From an optimization exercise on the open Yosys and OpenROAD flow, aimed at small area; shortcuts taken in it are not production practice.
The RTL was checked by simulation tests, not by an equivalence proof against the original design.
Power and IR drop assume default switching activity.

==> module WcaCicInterp, before the edit <==
module WcaCicInterp
(
	input  wire        clock,
	input  wire        reset,
	input  wire        strobe_cic,
	input  wire        strobe_if,
	input  wire [3:0]  log2_rate,
	input  wire [15:0] data_in,
	output reg  [11:0] data_out
);
	reg [15:0] ncomb1;
	reg [16:0] pipe1, ncomb2;
	reg [17:0] pipe2, ncomb3;
	reg [18:0] pipe3;
	wire [16:0] d1;
	wire [17:0] d2;
	wire [18:0] d3;
	WcaAddInc #(17, 13) sub1 (.a({1'b0, data_in}), .b({1'b1, ncomb1}), .ci(1'b1), .s(d1));
	WcaAddInc #(18, 14) sub2 (.a({pipe1[16], pipe1}), .b({ncomb2[16], ncomb2}), .ci(1'b1), .s(d2));
	WcaAddInc #(19, 14) sub3 (.a({pipe2[17], pipe2}), .b({ncomb3[17], ncomb3}), .ci(1'b1), .s(d3));
	wire ldc = strobe_cic & ~reset;
	wire hdc = ~strobe_cic & ~reset;
	always @(posedge clock) begin
		ncomb1 <= ({16{ldc}} & ~data_in) | ({16{hdc}} & ncomb1) | {16{reset}};
		pipe1  <= ({17{ldc}} & d1)       | ({17{hdc}} & pipe1);
		ncomb2 <= ({17{ldc}} & ~pipe1)   | ({17{hdc}} & ncomb2) | {17{reset}};
		pipe2  <= ({18{ldc}} & d2)       | ({18{hdc}} & pipe2);
		ncomb3 <= ({18{ldc}} & ~pipe2)   | ({18{hdc}} & ncomb3) | {18{reset}};
		pipe3  <= ({19{ldc}} & d3)       | ({19{hdc}} & pipe3);
	end
	reg [12:0] i1_0, i2_0, i3_0;
	reg [12:0] i1_1, i2_1, i3_1;
	reg [13:0] i1_2, i2_2, i3_2;
	reg        k1_0, k2_0, k3_0, k1_1, k2_1, k3_1;
	reg [5:0]  p3d1;
	reg        p3d2;
	wire [12:0] s1_0, s2_0, s3_0, s1_1, s2_1, s3_1;
	wire [13:0] s1_2, s2_2, s3_2;
	wire        c1_0, c2_0, c3_0, c1_1, c2_1, c3_1;
	WcaRipple #(13) a1_0 (.a(i1_0), .b(pipe3[12:0]), .ci(1'b0), .s(s1_0), .co(c1_0));
	WcaRipple #(13) a2_0 (.a(i2_0), .b(i1_0), .ci(1'b0), .s(s2_0), .co(c2_0));
	WcaRipple #(13) a3_0 (.a(i3_0), .b(i2_0), .ci(1'b0), .s(s3_0), .co(c3_0));
	WcaRipple #(13) a1_1 (.a(i1_1), .b({{7{p3d1[5]}}, p3d1}), .ci(k1_0), .s(s1_1), .co(c1_1));
	WcaRipple #(13) a2_1 (.a(i2_1), .b(i1_1), .ci(k2_0), .s(s2_1), .co(c2_1));
	WcaRipple #(13) a3_1 (.a(i3_1), .b(i2_1), .ci(k3_0), .s(s3_1), .co(c3_1));
	WcaRipple #(14) a1_2 (.a(i1_2), .b({14{p3d2}}), .ci(k1_1), .s(s1_2), .co());
	WcaRipple #(14) a2_2 (.a(i2_2), .b(i1_2), .ci(k2_1), .s(s2_2), .co());
	WcaRipple #(14) a3_2 (.a(i3_2), .b(i2_2), .ci(k3_1), .s(s3_2), .co());
	wire ldi = strobe_if & ~reset;
	wire hdi = ~strobe_if & ~reset;
	always @(posedge clock) begin
		i1_0 <= ({13{ldi}} & s1_0) | ({13{hdi}} & i1_0);
		i2_0 <= ({13{ldi}} & s2_0) | ({13{hdi}} & i2_0);
		i3_0 <= ({13{ldi}} & s3_0) | ({13{hdi}} & i3_0);
		i1_1 <= ({13{ldi}} & s1_1) | ({13{hdi}} & i1_1);
		i2_1 <= ({13{ldi}} & s2_1) | ({13{hdi}} & i2_1);
		i3_1 <= ({13{ldi}} & s3_1) | ({13{hdi}} & i3_1);
		i1_2 <= ({14{ldi}} & s1_2) | ({14{hdi}} & i1_2);
		i2_2 <= ({14{ldi}} & s2_2) | ({14{hdi}} & i2_2);
		i3_2 <= ({14{ldi}} & s3_2) | ({14{hdi}} & i3_2);
		{k1_0, k2_0, k3_0, k1_1, k2_1, k3_1} <= ({6{ldi}} & {c1_0, c2_0, c3_0, c1_1, c2_1, c3_1})
		                                      | ({6{hdi}} & {k1_0, k2_0, k3_0, k1_1, k2_1, k3_1});
		p3d1 <= ({6{ldi}} & pipe3[18:13]) | ({6{hdi}} & p3d1);
		p3d2 <= (ldi & p3d1[5]) | (hdi & p3d2);
	end
	wire [39:0] lo = {14'd0, s3_1, i3_0};
	reg  [11:0] part;
	always @(*)
		case (log2_rate)
			4'h1: part = lo[18:7];
			4'h2: part = lo[21:10];
			4'h3: part = lo[24:13];
			4'h4: part = lo[27:16];
			4'h5: part = lo[30:19];
			4'h6: part = lo[33:22];
			4'h7: part = lo[36:25];
			4'h8: part = lo[39:28];
			default: part = lo[15:4];
		endcase
	reg [11:0] data_store;
	reg [3:0]  rate_d;
	reg        pend;
	wire [39:0] hi = {s3_2, 26'd0};
	reg  [11:0] hsel;
	reg  [11:0] hmask;
	always @(*)
		case (rate_d)
			4'h1: begin hsel = hi[18:7];  hmask = 12'h000; end
			4'h2: begin hsel = hi[21:10]; hmask = 12'h000; end
			4'h3: begin hsel = hi[24:13]; hmask = 12'h000; end
			4'h4: begin hsel = hi[27:16]; hmask = 12'hc00; end
			4'h5: begin hsel = hi[30:19]; hmask = 12'hf80; end
			4'h6: begin hsel = hi[33:22]; hmask = 12'hff0; end
			4'h7: begin hsel = hi[36:25]; hmask = 12'hffe; end
			4'h8: begin hsel = hi[39:28]; hmask = 12'hfff; end
			default: begin hsel = hi[15:4]; hmask = 12'h000; end
		endcase
	wire [11:0] done = pend ? ((data_store & ~hmask) | (hsel & hmask)) : data_store;
	always @(posedge clock) begin
		pend <= strobe_if & ~reset;
		if (strobe_if & ~reset) begin
			data_store <= part;
			rate_d     <= log2_rate;
		end else if (pend)
			data_store <= done;
	end
	assign data_out = done;
endmodule
==> module WcaAdd40, before the edit <==
module WcaAdd40
(
	input  wire [39:0] a,
	input  wire [39:0] b,
	output wire [39:0] s
);
	wire c1, c2;
	WcaRipple #(12) g0 (.a(a[11:0]),  .b(b[11:0]),  .ci(1'b0), .s(s[11:0]),  .co(c1));
	WcaIncSeg #(14) g1 (.a(a[25:12]), .b(b[25:12]), .ci(c1),   .s(s[25:12]), .co(c2));
	WcaIncSeg #(14) g2 (.a(a[39:26]), .b(b[39:26]), .ci(c2),   .s(s[39:26]), .co());
endmodule
Settings: LEC_CHECK=0, CAP_MARGIN=20, CORE_MARGIN=2, CORE_UTILIZATION=70, CTS_CLUSTER_DIAMETER=120, CTS_CLUSTER_SIZE=24, SLEW_MARGIN=20; clock period 8.0 ns.
standard.sh (not shown) runs the stock make flow with config.mk's settings and CLKGATE_MAP_FILE= SYNTH_SCRIPT=/design/flow/synth_recipe.tcl, a recipe that flattens the netlist after the stock synthesis.
==> flow/flow/run.sh <==
#!/bin/bash
# Layout flow: the standard layout (standard.sh) with these changes:
# - synthesis: yosys 'synth' runs with -noabc, so its generic ABC pass does
#   not restructure the explicitly written ripple-carry adders before
#   extract_fa maps them to full-adder cells; and the final ABC mapping uses
#   flow/abc.script (area-oriented mapping, &nf -a) instead of ORFS's speed
#   script. Registers, their names and cell types are those of the standard
#   synthesis; only the combinational mapping differs.
# - every input and output port is still buffered, with the smallest buffer
#   (buf_1) instead of the cell buffer_ports picks by default
#   (clkdlybuf4s50_1); the resizer still upsizes or adds buffers where
#   timing, slew or fanout need it.
# Each tool's output is logged here (make.log) and by ORFS under orfs/logs/.
set -euo pipefail
here=$(pwd)
flowdir=$(cd "$(dirname "${BASH_SOURCE[0]}")" && pwd)
std_first='proc synth {args} { yosys synth -nofsm -noshare {*}$args }'
if [[ "$(head -1 synth_recipe.tcl)" != "$std_first" ]]; then
  echo "unexpected first line in synth_recipe.tcl" >&2
  exit 1
fi
cp "$flowdir/abc.script" "$here/abc_custom.script"
{
  echo 'proc synth {args} { yosys synth -nofsm -noshare -noabc {*}$args }'
  echo "proc abc {args} { set i [lsearch -exact \$args -script]; if {\$i >= 0} { lset args [expr {\$i+1}] $here/abc_custom.script }; yosys abc {*}\$args }"
  tail -n +2 synth_recipe.tcl
} > "$here/synth_recipe_custom.tcl"
sed "s#SYNTH_SCRIPT=[^ ]*#SYNTH_SCRIPT=$here/synth_recipe_custom.tcl#" standard.sh > "$here/standard_custom.sh"
grep -q "SYNTH_SCRIPT=$here/synth_recipe_custom.tcl" "$here/standard_custom.sh"
BUFFER_PORTS_ARGS="-buffer_cell sky130_fd_sc_hd__buf_1" bash "$here/standard_custom.sh" > "$here/make.log" 2>&1
==> flow/flow/abc.script <==
&get -n
&st
&dch
&nf -a
&st
&dc2
&dch
&nf -a
&put
topo
stime -c
buffer -c
upsize -c
dnsize -c
Rerun with:
--- a/flow/design.v
+++ b/flow/design.v
@@ -5,9 +5,9 @@
 	input  wire        strobe_cic,
 	input  wire        strobe_if,
 	input  wire [3:0]  log2_rate,
 	input  wire [15:0] data_in,
-	output reg  [11:0] data_out
+	output wire [11:0] data_out
 );
 	reg [15:0] ncomb1;
 	reg [16:0] pipe1, ncomb2;
 	reg [17:0] pipe2, ncomb3;
@@ -153,19 +153,8 @@
 	wire c1;
 	WcaRipple #(L)     g0 (.a(a[L-1:0]), .b(b[L-1:0]), .ci(ci), .s(s[L-1:0]), .co(c1));
 	WcaIncSeg #(W - L) g1 (.a(a[W-1:L]), .b(b[W-1:L]), .ci(c1), .s(s[W-1:L]), .co());
 endmodule
-module WcaAdd40
-(
-	input  wire [39:0] a,
-	input  wire [39:0] b,
-	output wire [39:0] s
-);
-	wire c1, c2;
-	WcaRipple #(12) g0 (.a(a[11:0]),  .b(b[11:0]),  .ci(1'b0), .s(s[11:0]),  .co(c1));
-	WcaIncSeg #(14) g1 (.a(a[25:12]), .b(b[25:12]), .ci(c1),   .s(s[25:12]), .co(c2));
-	WcaIncSeg #(14) g2 (.a(a[39:26]), .b(b[39:26]), .ci(c2),   .s(s[39:26]), .co());
-endmodule
 module WcaCordic12
 (
 	input  wire        clock,
 	input  wire        reset,
Result:
- synthesized cell count stays the same
- utilization stays the same
- final cell count does not change
- sequential cell count is unchanged
- total power stays the same
- synthesized area is unchanged
- clock-buffer cell count is unchanged
- wire length is unchanged
- final area stays the same
- worst setup slack is unchanged
- first-iteration DRC count does not change
- via count stays the same
- maximum frequency does not change

==> static timing again, ports no longer ideal <==
How much do the figures lean on ideal ports? The routed layouts below were timed once more, with nothing changed but the port constraints. Step 1 (the two cells are an assumption about what drives the block):
set clk [get_ports {clock}]
set_driving_cell -lib_cell sky130_fd_sc_hd__clkbuf_16 $clk
set_driving_cell -lib_cell sky130_fd_sc_hd__buf_2 [delete_from_list [all_inputs] $clk]
Step 2, shift: input delay + t, output delay - t, t = (earliest + latest rising clock arrival at the registers) / 2. This alone moves slack from input paths to output paths. a / b / c = ideal ports / drivers / drivers and shift; a / b = the first two.
run	shift t [ns]	slack for setup (ns)	worst setup path after step 2	slew at the worst register clock pin (ns)	cell pins on the clock port's net
the first run	0.680	0.709 / 0.709 / 0.235	input to register	0.11 / 0.11	1
the second run	0.680	0.709 / 0.709 / 0.235	input to register	0.11 / 0.11	1
After both steps every run listed still meets setup and hold.
